What follows belongs to an exercise in optimizing a design on an open flow for small area; a production flow would make more cautious choices. RTL that was checked went through simulation tests only; none was proved equivalent to the original. For run 4, only the layout was checked, not whether the RTL still works. The clock cells of runs 1 to 3 come from the design's own scripts or RTL, not from TritonCTS. The clock port is modelled as an ideal driver, which makes a skipped or thinned clock tree look cheaper than it is; a real chip needs a root buffer or a tree. No activity file was given, so power comes from the tool's default toggle rates.

**design.v**
```verilog
`timescale 1ns / 1ps
module full_bridge_controller
    (
    input wire i_clk,
    input wire [10:0] i_signed_val,
    input wire i_reset,
    output wire o_TrPL,
    output wire o_TrNL,
    output wire o_TrPR,
    output wire o_TrNR
    );
    localparam [12:0] DC_END = 13'b0_0010_1000_0000;
    reg [9:0]  r;
    reg        ncp, nc;
    reg        oo;
    reg        act, sgn, e;
    reg [12:0] dc;
    wire       s     = i_signed_val[10];
    wire [9:0] nduty = ~(i_signed_val[9:0] ^ {10{s}});
    wire       done  = ~dc[2] & ~dc[3] & ~dc[4] & ~dc[5] & ~dc[6] & dc[7]
                     & ~dc[8] & dc[9] & ~dc[10] & ~dc[11];
    wire       nl    = e & sgn;
    wire       nr    = e & ~sgn;
    wire [10:0] b;
    wire [10:0] t;
    assign b[0] = 1'b0;
    assign t[0] = 1'b1;
    genvar i;
    generate
        for (i = 0; i < 10; i = i + 1) begin : g_bit
            assign b[i+1] = (nduty[i] & r[i]) | (nduty[i] & b[i]) | (r[i] & b[i]);
            assign t[i+1] = t[i] & r[i];
        end
    endgenerate
    wire [9:0] rinc = (r ^ t[9:0]) | {9'd0, t[10]};
    always @(posedge i_clk) begin
        ncp <= b[10];
        nc  <= ncp;
        sgn <= (act | e) ? sgn : s;
        if (i_reset) begin
            r    <= 10'd3;
            oo   <= 1'b0;
            act  <= 1'b0;
            e    <= 1'b0;
            dc   <= DC_END;
        end else begin
            r    <= rinc;
            oo   <= e & ~nc;
            act  <= act ? (s == sgn) : done;
            e    <= act;
            dc   <= act ? 13'd0 : {~dc[11:0], dc[2] ^ dc[12]};
        end
    end
    assign o_TrPL = oo & ~sgn;
    assign o_TrPR = oo & sgn;
    assign o_TrNL = nl;
    assign o_TrNR = nr;
endmodule
```
**flow/run.sh**
```bash
#!/bin/bash
# Own layout flow: the standard ORFS flow (the standard flow's config.mk and SDC,
# floorplan, PDN, tap cells, placement, routing and fill unchanged) with
# these changes, set in flow/params.sh:
#  - synthesis maps logic with an area-oriented ABC script (flow/area.abc)
#    and leaves adders to ABC instead of extracting half/full adder cells;
#  - port buffers are the smallest buffer, sky130_fd_sc_hd__buf_1;
#  - after CTS, flow/mytree.tcl replaces the clock tree with FLOW_CLK_N
#    buffers (params.sh), each driven by the clock port and driving one
#    cluster of flip-flops.
set -euo pipefail
W=$(pwd)
F=$W/flow
export FLOW_ABC_SCRIPT=$F/area.abc
source $F/params.sh
make -C "$FLOW_HOME" DESIGN_CONFIG=$W/config.mk WORK_HOME=$W/orfs \
  CLKGATE_MAP_FILE= SYNTH_SCRIPT=$F/synth.tcl ADDER_MAP_FILE= \
  BUFFER_PORTS_ARGS="$BUF_ARGS" CTS_ARGS="$CTS" POST_CTS_TCL=$F/mytree.tcl \
  finish > $W/make.log 2>&1
R=$W/orfs/results/$FLOW_PLATFORM/full_bridge_controller/base
: # left out here: write the final layout as DEF
```
**flow/area.abc**
```
strash
&get -n
&st
&dch
&nf -R 1000
&put
```
**flow/mytree.tcl**
```tcl
# Replace the clock tree that CTS built with FLOW_CLK_N buffers of type
# FLOW_CLK_CELL, each driven by the clock port and driving the clock pins of
# one cluster of flip-flops (clusters by k-means on the flip-flops' places).
set block [ord::get_db_block]
set clknet [$block findNet i_clk]
set ncl $::env(FLOW_CLK_N)
set cell $::env(FLOW_CLK_CELL)
# collect the clock sinks, following the tree down from the port
set sinks {}
set bufs {}
set nets {}
set front [list $clknet]
while {[llength $front]} {
  set net [lindex $front 0]; set front [lrange $front 1 end]
  foreach it [$net getITerms] {
    set inst [$it getInst]
    set m [$inst getMaster]
    if {[$m isSequential]} { lappend sinks $it; continue }
    if {![$it isInputSignal]} continue
    lappend bufs $inst
    foreach o [$inst getITerms] {
      if {[$o isOutputSignal] && [$o getNet] ne "NULL"} { lappend front [$o getNet]; lappend nets [$o getNet] }
    }
  }
}
puts "mytree: [llength $sinks] sinks, removing [llength $bufs] clock cells"
foreach it $sinks { $it disconnect }
foreach inst $bufs { odb::dbInst_destroy $inst }
foreach net $nets { odb::dbNet_destroy $net }
# sink places
set pts {}
foreach it $sinks {
  set b [[$it getInst] getBBox]
  lappend pts [list [expr {([$b xMin] + [$b xMax]) / 2.0}] [expr {([$b yMin] + [$b yMax]) / 2.0}]]
}
# k-means, seeded by sinks spread along x
set sorted [lsort -real -index 0 $pts]
set cent {}
for {set k 0} {$k < $ncl} {incr k} {
  lappend cent [lindex $sorted [expr {int(($k + 0.5) * [llength $sorted] / $ncl)}]]
}
for {set iter 0} {$iter < 50} {incr iter} {
  set asg {}
  foreach p $pts {
    set best 0; set bd 1e30
    for {set k 0} {$k < $ncl} {incr k} {
      set c [lindex $cent $k]
      set d [expr {abs([lindex $p 0] - [lindex $c 0]) + abs([lindex $p 1] - [lindex $c 1])}]
      if {$d < $bd} { set bd $d; set best $k }
    }
    lappend asg $best
  }
  set newc {}
  for {set k 0} {$k < $ncl} {incr k} {
    set sx 0; set sy 0; set n 0
    foreach p $pts a $asg { if {$a == $k} { set sx [expr {$sx + [lindex $p 0]}]; set sy [expr {$sy + [lindex $p 1]}]; incr n } }
    if {$n} { lappend newc [list [expr {$sx / $n}] [expr {$sy / $n}]] } else { lappend newc [lindex $cent $k] }
  }
  set cent $newc
}
set master [[ord::get_db] findMaster $cell]
for {set k 0} {$k < $ncl} {incr k} {
  set inst [odb::dbInst_create $block $master "clkbuf_leaf_$k"]
  set net [odb::dbNet_create $block "clknet_leaf_$k"]
  $net setSigType CLOCK
  [$inst findITerm A] connect $clknet
  [$inst findITerm X] connect $net
  set c [lindex $cent $k]
  $inst setLocation [expr {int([lindex $c 0])}] [expr {int([lindex $c 1])}]
  $inst setPlacementStatus PLACED
  set n 0
  foreach it $sinks a $asg { if {$a == $k} { $it connect $net; incr n } }
  puts "mytree: clkbuf_leaf_$k drives $n sinks"
}
detailed_placement
check_placement -verbose
```
**flow/params.sh**
```bash
BUF_ARGS="-buffer_cell sky130_fd_sc_hd__buf_1"
CTS="-sink_clustering_enable -repair_clock_nets -dont_use_dummy_load -buf_list sky130_fd_sc_hd__clkbuf_4 -root_buf sky130_fd_sc_hd__clkbuf_4"
export FLOW_CLK_N=1
export FLOW_CLK_CELL=sky130_fd_sc_hd__clkbuf_16
```
**flow/synth.tcl**
```tcl
# The standard flow's synthesis script, with every ABC call run on flow/area.abc.
proc abc {args} {
  set i [lsearch -exact $args -script]
  if {$i >= 0} {
    set args [lreplace $args $i [expr {$i + 1}] -script $::env(FLOW_ABC_SCRIPT)]
  }
  yosys abc {*}$args
}
source $::env(WORK_HOME)/../synth_recipe.tcl
```
**standard.sh**
```bash
#!/bin/bash
# synth_recipe.tcl (not shown) runs the flow's synth.tcl, then flattens the netlist and writes it again
# the make line also repeats each setting of config.mk as NAME=value (left out here)
make -C /OpenROAD-flow-scripts/flow DESIGN_CONFIG=/design/flow/config.mk WORK_HOME=/design/flow/orfs CLKGATE_MAP_FILE= SYNTH_SCRIPT=/design/flow/synth_recipe.tcl "${@:-finish}"
```
**config.mk**
```make
export PLATFORM = sky130hd
export DESIGN_NAME = full_bridge_controller
export DESIGN_NICKNAME = full_bridge_controller
export VERILOG_FILES = /design/flow/design.v
export SDC_FILE = /design/flow/constraint.sdc
export NUM_CORES = 4
export LEC_CHECK = 0
export CAP_MARGIN = 20
export CORE_AREA = 2.3 2.72 58.16 58.16
export DIE_AREA = 0 0 60.46 60.46
export PLACE_DENSITY = 0.9
export SLEW_MARGIN = 20
```
**constraint.sdc**
```tcl
create_clock -name core_clock -period 10.0 [get_ports {i_clk}]
set_input_delay 2.0000 -clock core_clock [delete_from_list [all_inputs] [get_ports {i_clk}]]
set_output_delay 2.0000 -clock core_clock [all_outputs]
set_load 0.01 [all_outputs]
```
==> summary.txt, run 1 <==
* Vias at 772
* Tmin final at 3.654 ns
* Initial Util at 35.12%
* Max VDD drop at 77.40 uV
* Initial antenna violation count at 0
* Nets at 139
* Most frequent cell after synthesis: dfxtp_1
* Hold WC Path Type: register to register
* Cell internal pwr at 0.1524 mW
* Filler cells at 311
* CTS sink cnt at 29
* I/O pins at 17
* Clk slew on worst S/H paths at 0.10 ns
* Max_cap viols at 0
* Vias/cell at 4.595
* Reg power frac at 65.8%
* Clock power share at 23.3%
* Gpl congestion at 0.7711
* Top cells by count, synth: dfxtp_1, nor2_1, xnor2_1
* Fin crit share at 36.54%
* Top area cells in the synthesized netlist: dfxtp_1, xnor2_1, nor2_1
* Fin cells at 168
* Asr flop ratio synth at 0%
* Final Hold Violating Endpoints at 0
* Final setup viols at 0
* Global-route wire length before repair at 3029 um
* Switch Pwr at 0.04277 mW
* Worst hold start: ncp
* Core Box Area at 3028 um^2
* RR Startpoint: r[0]
* Row Count at 20
* FF+latch count, synth at 29
* Die W at 60.46 um
* DIE AREA at 3655 um^2
* Drt pass-1 iters at 4
* Number of global-route vias before repair at 739
* Share of cells above drive strength 1 at 0.8065%
* Kind of critical path: primary input to register
* Worst-Skew Late Latency at 0.16 ns
* Area leader, netlist: dfxtp_1
* Crit path launch: i_signed_val[10]
* Critical Path AT at 3.70 ns
* Clock Skew at 0.001982 ns
* Drt wl/cell at 10.45 um
* Worst Max-Slew Pin Slew at 0.8046 ns
* CP Capture Type: register
* Relative slew slack at 46.36%
* Ys flop type: dfxtp_1
* Power per cell area at 162.2 nW/um^2
* Post-Place Cells at 167
* Leak Pwr at 0.4171 nW
* Iter 0 DRT Violations at 12
* Yosys top cell area share at 52.71%
* Post-Syn Instances at 107
* Port Buffers at 16
* Startpoint Class: primary input
* ANT nets after route at 0
* Crit path max fanout at 12
* EDFF count, synth at 1
* Pins Over Slew Limit at 0
* CP Data Required Time at 10.05 ns
* Sequential share of the synthesized area at 55.53%
* Ys Warns at 1
* F_max at 273.7 MHz
* Synth-to-Final Area Change at 13.18%
* Drt total wl at 1755 um
* DRC errors left at 0
* Chip height at 60.46 um
* Final setup TNS at 0 ns
* Synth Area per Inst at 9.939 um^2
* Status: timing/DRC/antenna clean
* Comb pwr share at 10.9%
* GR Util All Layers at 10.96%
* # diodes at 0
* Switching part of the total power at 21.91%
* GR Overflow Total at 0
* Dpl hpwl at 1326 um
* Largest net degree at the start of global routing at 30
* Synthesized area at 1064 um^2
* Yosys cell types at 23
* RSZ-0062 raised after global routing: false
[state kept, by name, summed over array words and instances (netlist names)]
name  flops
act       1
dc       13
e         1
r        10
nc        1
sgn       1
ncp       1
oo        1
[path summary, 6_finish.rpt]
kind	slack [ns]	end	cells past startpoint
worst max-delay path	6.35	ncp	10
worst min register to register	0.35	nc	0
worst max register to register	8.19	r[9]	6
worst min-delay path	0.35	nc	0
[per-stage QoR]
stage	hold slack [ns]	setup WS (ns)	power, mW	utilization [%]	area [um^2]
3_3_place_gp	0.3140	6.262	0.1517	38.93	1179
2_1_floorplan	0.3096	6.944	0.1453	-	1064
5_1_grt	0.3585	6.066	0.2057	39.75	1204
3_5_place_dp	0.3294	6.117	0.1525	38.93	1179
6_report	0.3507	6.346	0.1952	39.75	1204
[power groups by stage]
stage	Combinational (mW)	Sequential, mW	Clock, mW
floorplan	0.0155	0.130	0
global placement	0.0208	0.131	0
detailed placement	0.0214	0.131	0
global route	0.0243	0.129	0.0519
finish	0.0212	0.128	0.0455
[kinds of logic (layout without fill, tap and decap cells)]
logic type	count (synthesis)	in the layout	share of synthesized area, %
and+or+nand+nor	42	42	19.53
DFF	29	29	55.53
AOI/OAI and AO/OA	20	20	11.76
xor gates and xnor gates	16	16	13.18
buffers and inverters	0	17	0
[cells in the final DEF (no fill, tap or decap), drive strengths merged, types with 4 or more instances in the layout]
cell and n:
dfxtp 28, nor2 19, xnor2 16, buf 16, a21oi 7, nor2b 4
nor3 4
[layout make-up]
class                   instances  area (um^2)  area share, %
flip-flops and latches         29        590.6          49.06
multi-input cells              78        473.0          39.29
repair buffers                 16        60.06          4.990
well taps                      44        55.05          4.574
plain buffers                   1        25.02          2.079
[critical path: stages]
cell and delay (ns):
buf_1 0.59, xnor2_1 0.16, a22oi_1 0.20, nor2_1 0.06, a21oi_1 0.10, o21ai_0 0.09
o221ai_1 0.08, a21oi_1 0.09, a221oi_1 0.19, o21ai_0 0.13
[layer usage]
metal,part of all wire [%],vias to the layer above,GRT usage (%)
met5,0,-,0
met4,1.9,0,4.969
met3,5.0,4,2.772
met2,46,21,18.94
met1,47,342,12.80
li1,-,405,-
==> inputs of run 2 (changes only) <==
--- a/design.v
+++ b/design.v
@@ -12,13 +12,15 @@
     localparam [12:0] DC_END = 13'b0_0010_1000_0000;
     reg [9:0]  r;
     reg        ncp, nc;
-    reg        oo;
-    reg        act, sgn, e;
+    reg        noo;      
+    reg        act, sgn, ne;    
     reg [12:0] dc;
     wire       s     = i_signed_val[10];
     wire [9:0] nduty = ~(i_signed_val[9:0] ^ {10{s}});
     wire       done  = ~dc[2] & ~dc[3] & ~dc[4] & ~dc[5] & ~dc[6] & dc[7]
                      & ~dc[8] & dc[9] & ~dc[10] & ~dc[11];
+    wire       e     = ~ne;
+    wire       oo    = ~noo;
     wire       nl    = e & sgn;
     wire       nr    = e & ~sgn;
     wire [10:0] b;
@@ -39,15 +41,15 @@
         sgn <= (act | e) ? sgn : s;
         if (i_reset) begin
             r    <= 10'd3;
-            oo   <= 1'b0;
+            noo  <= 1'b1;
             act  <= 1'b0;
-            e    <= 1'b0;
+            ne   <= 1'b1;
             dc   <= DC_END;
         end else begin
             r    <= rinc;
-            oo   <= e & ~nc;
+            noo  <= ~(e & ~nc);
             act  <= act ? (s == sgn) : done;
-            e    <= act;
+            ne   <= ~act;
             dc   <= act ? 13'd0 : {~dc[11:0], dc[2] ^ dc[12]};
         end
     end
==> flow/params.sh (replaced) <==
BUF_ARGS="-buffer_cell sky130_fd_sc_hd__buf_1"
CTS="-sink_clustering_enable -repair_clock_nets -dont_use_dummy_load -buf_list sky130_fd_sc_hd__clkbuf_4 -root_buf sky130_fd_sc_hd__clkbuf_4"
export FLOW_CLK_N=1
export FLOW_CLK_CELL=sky130_fd_sc_hd__buf_12
==> summary.txt, run 2 <==
* Reg2reg path depth at 6 (unchanged)
* DR top layer: met4
* Sequential share of the synthesized area at 55.79% (+0.26 points)
* Vias at 767 (-0.65%)
* CTS sink cnt at 29 (unchanged)
* Initial Util at 34.96% (-0.17 points)
* Hold_ws at 0.3560 ns (+0.005328 ns)
* Buffers plus inverters on the worst setup path at 1 (unchanged)
* Vias/cell at 4.538 (-1.2%)
* Met2 wire length at 737 um (-8.8%)
* Initial antenna violation count at 0 (unchanged)
* Most frequent cells in the layout: dfxtp_1, nor2_1, xnor2_1, buf_1, a21oi_1
* Relative slew slack at 51.20% (+4.8 points)
* Tmin final at 3.646 ns (-0.008630 ns)
* Share of cells above drive strength 1 at 0.8000% (-0.0065 points)
* Top area cells in the synthesized netlist: dfxtp_1, xnor2_1, nor2_1
* Hold Crit Depth at 0 (unchanged)
* CP Capture Type: register
* Worst-Skew Late Latency at 0.13 ns (-0.03 ns)
* R2r endpoint: r[9]
* Power per cell area at 161.3 nW/um^2 (-0.52%)
* Power Total at 0.1926 mW (-1.3%)
* Final setup viols at 0 (unchanged)
* Most frequent cell after synthesis: dfxtp_1
* Largest stage delay on the critical path at 0.54 ns (-0.05 ns)
* WHS Endpoint: nc
* Critical Path AT at 3.67 ns (-0.03 ns)
* Cell chain of the critical path: buf_1, xnor2_1, a22oi_1, nor2_1, a21oi_1, o21ai_0, o221ai_1, a21oi_1, a221oi_1, o21ai_0
* Final setup TNS at 0 ns (unchanged)
* Drt total wl at 1691 um (-3.6%)
* Drt pass-1 iters at 4 (unchanged)
* DIE AREA at 3655 um^2 (unchanged)
* GR Util All Layers at 10.61% (-0.34 points)
* Commonest non-fill, non-tap cell in the layout: dfxtp_1
* GR Overflow Total at 0 (unchanged)
* Ys flop type: dfxtp_1
* Largest net degree at the start of global routing at 30 (unchanged)
* Core Box Area at 3028 um^2 (unchanged)
* RSZ-0062 raised after global routing: false
* Synthesized area at 1059 um^2 (-0.47%)
* Chip height at 60.46 um (unchanged)
* Area leader, netlist: dfxtp_1
* DRC errors left at 0 (unchanged)
* Clk slew on worst S/H paths at 0.10 ns (about the same)
* Asr flop ratio synth at 0% (unchanged)
* Die W at 60.46 um (unchanged)
* Port Buffers at 16 (unchanged)
* Startpoint Class: primary input
* Largest registers: dc x13, r x10
* Hold WC Path Type: register to register
* Nets at 140 (+0.72%)
* Final Hold Violating Endpoints at 0 (unchanged)
* RR Startpoint: r[1]
* Worst hold start: ncp
* FF+latch count, synth at 29 (unchanged)
* Synth-to-Final Area Change at 12.77%
* F_max at 274.3 MHz (+0.24%)
* Clock Skew at 0.002731 ns (+0.0007489 ns)
* Drt wl/cell at 10.01 um (-4.2%)
* Row Count at 20 (unchanged)
* Leak Pwr at 0.4171 nW (about the same)
* Fin crit share at 36.46% (-0.086 points)
* Number of global-route vias before repair at 729 (-1.4%)
* Synth Area per Inst at 9.801 um^2 (-1.4%)
* Pins Over Slew Limit at 0 (unchanged)
* # diodes at 0 (unchanged)
* Status: timing/DRC/antenna clean
* Max_cap viols at 0 (unchanged)
* Ys Warns at 1 (unchanged)
* ANT nets after route at 0 (unchanged)
* Max VDD drop at 73.08 uV (-5.6%)
* Reg2reg setup slack at 8.21 ns (+0.02 ns)
* Gpl congestion at 0.7299 (-5.3%)
* Largest register FFs at 13 (unchanged)
* Yosys cell types at 22 (-4.3%)
* Post-Syn Instances at 108 (+0.93%)
* Top cells by count, synth: dfxtp_1, nor2_1, xnor2_1
* EDFF count, synth at 1 (unchanged)
* Global-route wire length before repair at 2932 um (-3.2%)
* Yosys top cell area share at 52.96% (+0.25 points)
* Cell family with most CP delay: compound AO/OA/AOI/OAI gates
* Reg with most FFs: dc
* M1 wire length at 841 um (+2.1%)
* Iter 0 DRT Violations at 29 (+17)
* I/O pins at 17 (unchanged)
* Slowest-stage cell, CP: buf_1
* CP Data Required Time at 10.02 ns (-0.03 ns)
* Kind of critical path: primary input to register
* Met3 WL at 84 um (-4.5%)
* Crit path max fanout at 12 (unchanged)
* Worst Max-Slew Pin Slew at 0.7320 ns (-0.07257 ns)
* Dpl hpwl at 1275 um (-3.9%)
[run 2: area by class of cell]
cell class              instances  area [um^2]
plain buffers                   1        20.02
fillers                       304         1834
multi-input cells              79        467.9
flip-flops and latches         29        590.6
well taps                      44        55.05
repair buffers                 16        60.06
[run 2: worst reg2reg max path: stages (launching register included)]
cell     delay, ns
dfxtp_1       0.42
and3_1        0.26
and3_1        0.26
and3_1        0.22
and2_0        0.24
a31oi_1       0.14
nor2b_1       0.16
[run 2: metal layers]
layer / global-route usage, % / vias up
met5: 0 / -
met4: 3.727 / 0
met3: 2.985 / 2
met2: 18.17 / 9
met1: 12.83 / 342
li1: - / 414
[run 2: worst max-delay path by stage]
| stage | slack, ns | to | from | cells after the start |
|---|---|---|---|---|
| 2_1_floorplan | 6.94 | ncp | i_signed_val[0] | 9 |
| 3_3_place_gp | 6.29 | ncp | i_signed_val[10] | 10 |
| 5_1_grt | 6.11 | ncp | i_signed_val[10] | 10 |
| 6_report | 6.35 | ncp | i_signed_val[10] | 10 |
| 3_5_place_dp | 6.21 | ncp | i_signed_val[10] | 10 |
[run 2: cell families after synthesis]
kind of cell     synth area share (%)
flip-flops                      55.79
XOR/XNOR                        13.24
AND/OR/NAND/NOR                 19.15
AO/OA/AOI/OAI                   11.82
[run 2: stage by stage]
stage               utilization, %  cells  cell area [um^2]  setup WS, ns
finish                       39.42    169              1194         6.354
global route                 39.42    169              1194         6.112
detailed placement           38.76    168              1174         6.214
global placement             38.76    168              1174         6.287
floorplan                        -    108              1059         6.944
[run 2: where the power goes]
part	leakage [nW]	internal, mW	switching, mW
Clock	0.00940	0.0163	0.0258
Combinational	0.167	0.0109	0.0105
Sequential	0.241	0.123	0.00566
Total	0.417	0.151	0.0419
==> inputs of run 3 (changes only) <==
==> flow/area.abc (replaced) <==
strash
&get -n
&st
&dch
&nf -R 1000
&st
&dch
&nf -R 1000
&put
==> summary.txt, run 3 <==
* Status: timing/DRC/antenna clean
* Power per cell area at 162.4 nW/um^2 (+0.65%)
* Iter 0 DRT Violations at 21 (-28%)
* Hold WC Path Type: register to register
* EDFF count, synth at 1 (unchanged)
* Switch Pwr at 0.04326 mW (+3.1%)
* CP Data Required Time at 10.03 ns (about the same)
* Area leader, netlist: dfxtp_1
* Final setup TNS at 0 ns (unchanged)
* Initial antenna violation count at 0 (unchanged)
* Cell internal pwr at 0.1500 mW (-0.45%)
* Max_cap viols at 0 (unchanged)
* Post-Syn Instances at 107 (-0.93%)
* WHS Endpoint: nc
* Synth Area per Inst at 9.858 um^2 (+0.58%)
* Initial Util at 34.83% (-0.12 points)
* Asr flop ratio synth at 0% (unchanged)
* Commonest non-fill, non-tap cell in the layout: dfxtp_1
* R2r endpoint: r[9]
* Fin cells at 168 (-0.59%)
* Hold_ws at 0.3381 ns (-0.01789 ns)
* F_max at 263.7 MHz (-3.9%)
* Leak Pwr at 0.4257 nW (+2.1%)
* Largest net degree at the start of global routing at 30 (unchanged)
* Clock Skew at 0.002912 ns (+0.0001816 ns)
* Global-route wire length before repair at 3174 um (+8.3%)
* RR Startpoint: r[0]
* I/O pins at 17 (unchanged)
* Ys flop type: dfxtp_1
* Reg2reg path depth at 6 (unchanged)
* Drt total wl at 1813 um (+7.2%)
* Top cells by count, synth: dfxtp_1, nor2_1, xnor2_1
* Most frequent cells in the layout: dfxtp_1, nor2_1, buf_1
* CP Capture Type: register
* Post-route worst setup slack at 6.208 ns (-0.1465 ns)
* Reg power frac at 66.5% (-0.5 points)
* Chip height at 60.46 um (unchanged)
* Final Hold Violating Endpoints at 0 (unchanged)
* Top area cells in the synthesized netlist: dfxtp_1, xnor2_1, nor2_1
* Row Count at 20 (unchanged)
* Final instance area at 1190 um^2 (-0.31%)
* Ys Warns at 1 (unchanged)
* Fin crit share at 37.92% (+1.5 points)
* Kind of critical path: primary input to register
* Synth-to-Final Area Change at 12.81% (about the same)
* Drt pass-1 iters at 4 (unchanged)
* Reg2reg setup slack at 8.17 ns (-0.04 ns)
* Clock power share at 22.6% (+0.8 points)
* # diodes at 0 (unchanged)
* GR Overflow Total at 0 (unchanged)
* Die W at 60.46 um (unchanged)
* Most frequent cell after synthesis: dfxtp_1
* Worst-Skew Late Latency at 0.14 ns (about the same)
* Gpl congestion at 0.7461 (+2.2%)
* Reg with most FFs: dc
* Share of cells above drive strength 1 at 0.8065% (+0.0065 points)
* Synthesized area at 1055 um^2 (-0.35%)
* Largest registers: dc x13, r x10
* Hold Crit Depth at 0 (unchanged)
* Util after Layout at 39.30% (-0.12 points)
* Critical Path AT at 3.82 ns (+0.15 ns)
* Pins Over Slew Limit at 0 (unchanged)
* Switching part of the total power at 22.39% (+0.61 points)
* RSZ-0062 raised after global routing: false
* Sequential share of the synthesized area at 55.99% (+0.20 points)
* Filler cells at 305 (+0.33%)
* Number of global-route vias before repair at 766 (+5.1%)
* FF+latch count, synth at 29 (unchanged)
* Core Box Area at 3028 um^2 (unchanged)
* Worst hold start: ncp
* ANT nets after route at 0 (unchanged)
* Vias/cell at 4.679 (+3.1%)
* Dpl hpwl at 1388 um (+8.9%)
* Max VDD drop at 82.27 uV (+13%)
* Crit path max fanout at 13 (+1)
* Drt wl/cell at 10.79 um (+7.9%)
* DP Area at 1170 um^2 (-0.32%)
* Largest register FFs at 13 (unchanged)
* Relative slew slack at 47.95% (-3.3 points)
* Worst Max-Slew Pin Slew at 0.7808 ns (+0.04878 ns)
* Final setup viols at 0 (unchanged)
* Port Buffers at 16 (unchanged)
* Yosys top cell area share at 53.14% (+0.19 points)
* DIE AREA at 3655 um^2 (unchanged)
* Post-Place Cells at 167 (-0.60%)
* Startpoint Class: primary input
* Clk slew on worst S/H paths at 0.10 ns (about the same)
* GR Util All Layers at 11.15% (+0.54 points)
* Nets at 139 (-0.71%)
* Pre-CTS WS at 6.048 ns (-0.1658 ns)
* Yosys cell types at 27 (+23%)
* CTS sink cnt at 29 (unchanged)
* Vias at 786 (+2.5%)
* Tmin final at 3.792 ns (+0.1465 ns)
* DRC errors left at 0 (unchanged)
* Power Total at 0.1932 mW (+0.33%)
* Comb pwr share at 10.9% (-0.2 points)
==> run 3: cell count changes in the layout (fill, tap and decap cells not counted), sizes merged, moves of 2 or more <==
cell,before,now
a21oi,7,10
nor2,20,16
nor2b,4,2
o21a,0,4
xnor2,16,11
==> run 3: cell families after synthesis <==
kind of cell,Yosys count,share of synthesized area (%)
and+or+nand+nor,36,16.25
AOI/OAI and AO/OA,30,18.27
DFF,29,55.99
xor gates and xnor gates,11,9.134
buffers and inverters,1,0.3555
==> run 3: cell type report <==
type                       count  area (um^2)  share of cell area (%)
multi-input combinational     77        460.4                   38.70
inverter                       1        3.754                  0.3155
buffer                         1        20.02                   1.682
tap                           44        55.05                   4.627
timing repair buffer          16        60.06                   5.047
sequential                    29        590.6                   49.63
==> run 3: power by group through the flow <==
stage               Sequential (mW)  Clock (mW)  Combinational (mW)
floorplan                     0.130           0              0.0153
global placement              0.131           0              0.0206
detailed placement            0.131           0              0.0212
global route                  0.130      0.0502              0.0241
finish                        0.129      0.0436              0.0211
==> run 3: worst max path at each step <==
stage | slack (ns) | from | to
2_1_floorplan | 6.83 | i_signed_val[1] | ncp
3_5_place_dp | 6.05 | i_signed_val[10] | ncp
5_1_grt | 6.03 | i_signed_val[10] | ncp
6_report | 6.21 | i_signed_val[10] | ncp
3_3_place_gp | 6.12 | i_signed_val[10] | ncp
==> run 3: worst max-delay path: stages <==
cell and delay (ns):
buf_1 0.57, xnor2_1 0.19, a22oi_1 0.21, a21oi_1 0.09
a221oi_1 0.20, o21ai_0 0.13, a222oi_1 0.30, o21ai_0 0.12
==> run 3: layer usage <==
layer | global-route usage, % | routed length, um
met3 | 1.279 | 59
met4 | 1.863 | 8
met5 | 0 | 0
met2 | 20.03 | 867
met1 | 14.66 | 877
==> inputs of run 4 (changes only) <==
==> design.v (replaced) <==
`timescale 1ns / 1ps
module pwm(
    input [9:0] i_duty_cycle,
    input i_clk,
    output o_pwm_signal,
    input i_reset
    );
    reg [9:0] counter;
    reg r_pwm_output;
    always @(posedge i_clk) begin
        if(!i_reset) begin
            if(counter < i_duty_cycle) begin
                r_pwm_output <= 1'b1;
            end else begin
                r_pwm_output <= 1'b0;
            end
            if(counter >= 1022) begin
                counter <= 0;
            end else begin
                counter <= counter + 1;
            end
        end else begin
            counter <= 0;
            r_pwm_output <= 1'b0;
        end
    end
    assign o_pwm_signal = r_pwm_output; 
endmodule
`timescale 1ns / 1ps
module full_bridge_controller
    #(
    parameter dead_time = 5000
    )
    (
    input wire i_clk,
    input wire [10:0] i_signed_val,
    input wire i_reset,
    output wire o_TrPL,
    output wire o_TrNL,
    output wire o_TrPR,
    output wire o_TrNR
    );
    reg [9:0] r_PWM_TrPL;
    reg [10:0] r_signed_val_delayd;
    reg [31:0] r_dead_time_counter;
    reg r_TrNL;
    reg [9:0] r_PWM_TrPR;
    reg r_TrNR;
    reg last_sign;   
    reg [2:0] r_state;  
  pwm TrPL_pwm(
    r_PWM_TrPL,
    i_clk,
    o_TrPL,
    i_reset);
  pwm TrPR_pwm(
    r_PWM_TrPR,
    i_clk,
    o_TrPR,
    i_reset);
    always @(posedge i_clk) begin
        if(!i_reset) begin
            r_signed_val_delayd <= i_signed_val;
            case(r_state) 
                3'b000: begin
                    r_PWM_TrPL <= 0;
                    r_TrNL <= 1'b0;
                    r_PWM_TrPR <= 0;
                    r_TrNR <= 1'b0;   
                end
                3'b001: begin
                    r_PWM_TrPL <= 0;
                    r_TrNL <= 1'b0;
                    r_PWM_TrPR <= 0;
                    r_TrNR <= 1'b0;   
                end
                3'b100: begin
                    r_PWM_TrPL <= 0;
                    r_TrNL <= 1'b1;
                    r_PWM_TrPR <= ~r_signed_val_delayd[9:0];  
                    r_TrNR <= 1'b0;   
                end
                3'b110: begin
                    r_PWM_TrPL <= r_signed_val_delayd[9:0];
                    r_TrNL <= 1'b0;
                    r_PWM_TrPR <= 0;
                    r_TrNR <= 1'b1;   
                end
                default: begin
                    r_PWM_TrPL <= 0;
                    r_TrNL <= 0;
                    r_PWM_TrPR <= 0;
                    r_TrNR <= 0;
                    r_state <= 0;
                end
            endcase
            case(r_state) 
                3'b000: begin
                    r_state <= i_signed_val[10] ? 3'b100 : 3'b110;
                    r_dead_time_counter <= 0;
                    last_sign <= i_signed_val[10];
                end
                3'b001: begin
                    if(r_dead_time_counter >= dead_time) begin
                        if(i_signed_val[10] == 0) begin
                            r_state <= 3'b110;
                        end else begin
                            r_state <= 3'b100;
                        end
                       r_dead_time_counter <= 0;
                       last_sign <= i_signed_val[10];
                    end else begin
                       r_dead_time_counter <= r_dead_time_counter + 1;
                    end
                end
                3'b100: begin
                    if(i_signed_val[10] != last_sign) begin
                        r_state <= 3'b001;
                    end
                end
                3'b110: begin
                    if(i_signed_val[10] != last_sign) begin
                        r_state <= 3'b001;
                    end
                end
                default: begin
                    r_state <= 0;
                end
            endcase
        end else begin
            r_PWM_TrPL <= 0;
            r_TrNL <= 0;
            r_PWM_TrPR <= 0;
            r_TrNR <= 0;
            r_state <= 0;
        end
    end
    assign o_TrNL = r_TrNL;
    assign o_TrNR = r_TrNR;
endmodule
==> run.sh (new file) <==
#!/bin/bash
# synth_recipe.tcl (not shown) runs the flow's synth.tcl, then flattens the netlist and writes it again
# the make line also repeats each setting of config.mk as NAME=value (left out here)
make -C /OpenROAD-flow-scripts/flow DESIGN_CONFIG=/design/flow/config.mk WORK_HOME=/design/flow/orfs CLKGATE_MAP_FILE= SYNTH_SCRIPT=/design/flow/synth_recipe.tcl finish
--- a/config.mk
+++ b/config.mk
@@ -6,7 +6,6 @@
 export NUM_CORES = 4
 export LEC_CHECK = 0
 export CAP_MARGIN = 20
-export CORE_AREA = 2.3 2.72 58.16 58.16
-export DIE_AREA = 0 0 60.46 60.46
-export PLACE_DENSITY = 0.9
+export CORE_MARGIN = 2
+export CORE_UTILIZATION = 40
 export SLEW_MARGIN = 20
removed: flow/run.sh
removed: flow/area.abc
removed: flow/mytree.tcl
removed: flow/params.sh
removed: flow/synth.tcl
removed: standard.sh
==> summary.txt, run 4 <==
* Status: timing/DRC/antenna clean
* Filler cells at 812 (+170%)
* Top cells by count, synth: dfxtp_1, edfxtp_1, nor2_1
* Synth Area per Inst at 11.62 um^2 (+18%)
* RSZ-0062 raised after global routing: false
* Post-CTS Resized at 0
* ANT nets after route at 0 (unchanged)
* Gpl congestion at 0.7566 (+1.4%)
* Largest net degree at the start of global routing at 34 (+13%)
* Power per cell area at 177.2 nW/um^2 (+9.1%)
* Final Hold Violating Endpoints at 0 (unchanged)
* Crit path max fanout at 12 (-1)
* Cell family with most CP delay: buffers and inverters
* Initial Util at 41.70% (+6.9 points)
* Sequential share of the synthesized area at 60.78% (+4.8 points)
* Ys flop type: dfxtp_1
* GR Util All Layers at 12.49% (+1.3 points)
* F_max at 278.1 MHz (+5.5%)
* Ys Warns at 2 (+1)
* Area leader, netlist: edfxtp_1
* CTS sink cnt at 90 (+210%)
* Clock Skew at 0.01144 ns (+0.008530 ns)
* Yosys cell types at 37 (+37%)
* FF/Latch Area at 2232 um^2 (+280%)
* Total setup buffers inserted after CTS at 0
* Max VDD drop at 77.54 uV (-5.8%)
* Tmin final at 3.596 ns (-0.1966 ns)
* Largest stage delay on the critical path at 0.65 ns (+0.08 ns)
* Leak Pwr at 1.604 nW (+280%)
* Commonest non-fill, non-tap cell in the layout: dfxtp_1
* Synthesized area at 3672 um^2 (+250%)
* CTS tree: done
* Die W at 99.82 um (+65%)
* Vias/cell at 4.640 (-0.82%)
* CTS Buf Count at 9
* Drt wl/cell at 12.12 um (+12%)
* Hold_ws at 0.4304 ns (+0.09233 ns)
* EDFF count, synth at 43 (+42)
* Asr flop ratio synth at 0% (unchanged)
* Relative slew slack at 52.19% (+4.2 points)
* Post-Synth Simple-Gate Area at 15.67% (-0.58 points)
* Multiplexer share of the synthesized area at 0% (unchanged)
* Initial antenna violation count at 0 (unchanged)
* Port Buffers at 16 (unchanged)
* CP Capture Type: register
* Row Count at 34 (+70%)
* Share of cells above drive strength 1 at 8.564% (+7.8 points)
* GR Overflow Total at 0 (unchanged)
* Drt total wl at 5697 um (+210%)
* Worst Max-Slew Pin Slew at 0.7128 ns (-0.06797 ns)
* Slowest-stage cell, CP: clkdlybuf4s50_1
* Dpl hpwl at 4019 um (+190%)
* DRC errors left at 0 (unchanged)
* Hold WC Path Type: register to register
* H-Tree Depth at 3
* Startpoint Class: primary input
* CTS Hold Buffers Added at 0
* # diodes at 0 (unchanged)
* Synth Area in XOR/XNOR at 5.963% (-3.2 points)
* Synth Area in Adders at 8.177% (+8.2 points)
* Pins Over Slew Limit at 0 (unchanged)
* Drt pass-1 iters at 4 (unchanged)
* Reg with most FFs: r_dead_time_counter
* Synth Area in Compound Gates at 5.554% (-13 points)
* Chip height at 99.82 um (+65%)
* Vias at 2181 (+180%)
* Yosys top cell area share at 35.16% (-18 points)
* Synth-to-Final Area Change at 15.33%
* Post-Syn Instances at 316 (+200%)
* Largest register FFs at 32 (+19)
* Max_cap viols at 0 (unchanged)
* Nets at 394 (+180%)
* Buffers plus inverters on the worst setup path at 2 (+1)
* Area occupied by multi-input gates at 1375 um^2 (+200%)
* Most frequent cell after synthesis: dfxtp_1
* I/O pins at 17 (unchanged)
* Largest family of logic cells by synthesized area: simple AND/OR/NAND/NOR gates
* Clock buffer depth at 2
* Top area cells in the synthesized netlist: edfxtp_1, dfxtp_1, ha_1
* FF+latch count, synth at 90 (+210%)
* Final setup viols at 0 (unchanged)
* Cell chain of the critical path: clkdlybuf4s50_1, inv_1, nand2_1, nor2_1, and2_1
* Root buf cell: clkbuf_8
* Clk slew on worst S/H paths at 0.09 ns (about the same)
* Power Total at 0.7503 mW (+290%)
* Fin crit share at 35.96% (-2.0 points)
* Core Box Area at 8806 um^2 (+190%)
* DIE AREA at 9963 um^2 (+170%)
* CP Data Required Time at 10.31 ns (+0.28 ns)
* Number of global-route vias before repair at 2156 (+180%)
* Final setup TNS at 0 ns (unchanged)
* Global-route wire length before repair at 9680 um (+200%)
* Worst-Skew Late Latency at 0.36 ns (+0.22 ns)
* Kind of critical path: primary input to register
* Most frequent cells in the layout: dfxtp_1, edfxtp_1, nor2_1
* Iter 0 DRT Violations at 38 (+81%)
* Critical Path AT at 3.90 ns (+0.08 ns)
[run 4: cell types whose count changed in the layout (fill, tap and decap cells not counted), sizes merged, moves of 13 or more]
| cell | change |
|---|---|
| buf | -16 |
| clkdlybuf4s50 | +16 |
| conb | +19 |
| dfxtp | +19 |
| edfxtp | +42 |
| ha | +24 |
| inv | +29 |
| nand3 | +13 |
| nor2 | +36 |
| xor2 | +14 |
[run 4: power breakdown]
part	switching [mW]	total [mW]	internal, mW
Clock	0.128	0.267	0.138
Sequential	0.0155	0.429	0.414
Combinational	0.0293	0.0545	0.0252
[run 4: worst register-to-register path: stages (launching register included)]
cell,delay (ns)
edfxtp_1,0.48
nor4_2,0.30
o21ai_1,0.11
a211o_4,0.45
nand2_1,0.14
inv_1,0.06
[run 4: layer usage]
| metal | track usage (%) | part of all wire, % | vias up |
|---|---|---|---|
| li1 | - | - | 1148 |
| met4 | 6.639 | 2.2 | 0 |
| met1 | 15.32 | 47 | 1001 |
| met2 | 20.84 | 48 | 20 |
| met3 | 2.507 | 2.5 | 12 |
| met5 | 0 | 0 | - |
[run 4: final timing paths]
kind | from | end | slack [ns] | cells after the start
setup / recovery | i_reset | r_PWM_TrPL[0] | 6.40 | 5
hold / removal | r_signed_val_delayd[4] | r_PWM_TrPR[4] | 0.43 | 1
setup reg to reg | r_dead_time_counter[6] | last_sign | 8.24 | 5
hold reg to reg | r_signed_val_delayd[4] | r_PWM_TrPR[4] | 0.43 | 1
[run 4: cells by family (layout without fill, tap and decap cells)]
logic type | count (synthesis) | in the layout
other cells | 1 | 19
compound gates | 28 | 28
simple gates | 115 | 115
fa+ha+maj | 24 | 24
flops | 90 | 90
buf+inv | 33 | 61
xor+xnor | 25 | 25
[run 4: layout make-up]
cell class	count	area share (%)
Multi-Input combinational cell	211	32.47
Clock inverter	5	1.359
Inverter	28	2.482
Clock buffer	11	3.840
Timing Repair Buffer	17	3.959
Tap cell	108	3.191
Sequential cell	90	52.70
[run 4: per-stage QoR]
stage | cells | setup slack, ns | area [um^2] | utilization (%)
2_1_floorplan | 334 | 4.906 | 3740 | -
3_3_place_gp | 454 | 6.059 | 4015 | 45.60
3_5_place_dp | 454 | 5.961 | 4015 | 45.60
4_1_cts | 470 | 6.348 | 4235 | 48.10
5_1_grt | 470 | 6.200 | 4235 | 48.10
6_report | 470 | 6.404 | 4235 | 48.10

==> port drivers added, routing unchanged <==
The flow's constraints put no driver on any port. The routed layouts listed below were extracted and timed again, unchanged, in two steps.
Step 1 (the two cells are an assumption about what drives the block):
set clk [get_ports {i_clk}]
set_driving_cell -lib_cell sky130_fd_sc_hd__clkbuf_16 $clk
set_driving_cell -lib_cell sky130_fd_sc_hd__buf_2 [delete_from_list [all_inputs] $clk]
Step 2 times the ports against the registers' clock, not the clock port: input delays grow and output delays shrink by t, the midpoint of the rising clock arrivals with the driver on.
a / b / c = ideal ports / drivers / drivers and shift; a / b = the first two.
run	t, ns	slack for setup (ns)	worst register clock-pin slew, ns	pins driven straight from the clock port
run 1	0.191	6.346 / 6.347 / 6.157	0.10 / 0.10	1
run 2	0.163	6.354 / 6.360 / 6.197	0.10 / 0.10	1
run 3	0.164	6.208 / 6.208 / 6.044	0.10 / 0.10	1
run 4	0.378	6.404 / 6.410 / 6.032	0.09 / 0.09	1
After both steps setup and hold are still met in every run listed. For run 4, which loses most, drivers alone change the setup slack by +0.006 ns; drivers and shift together by -0.372 ns.
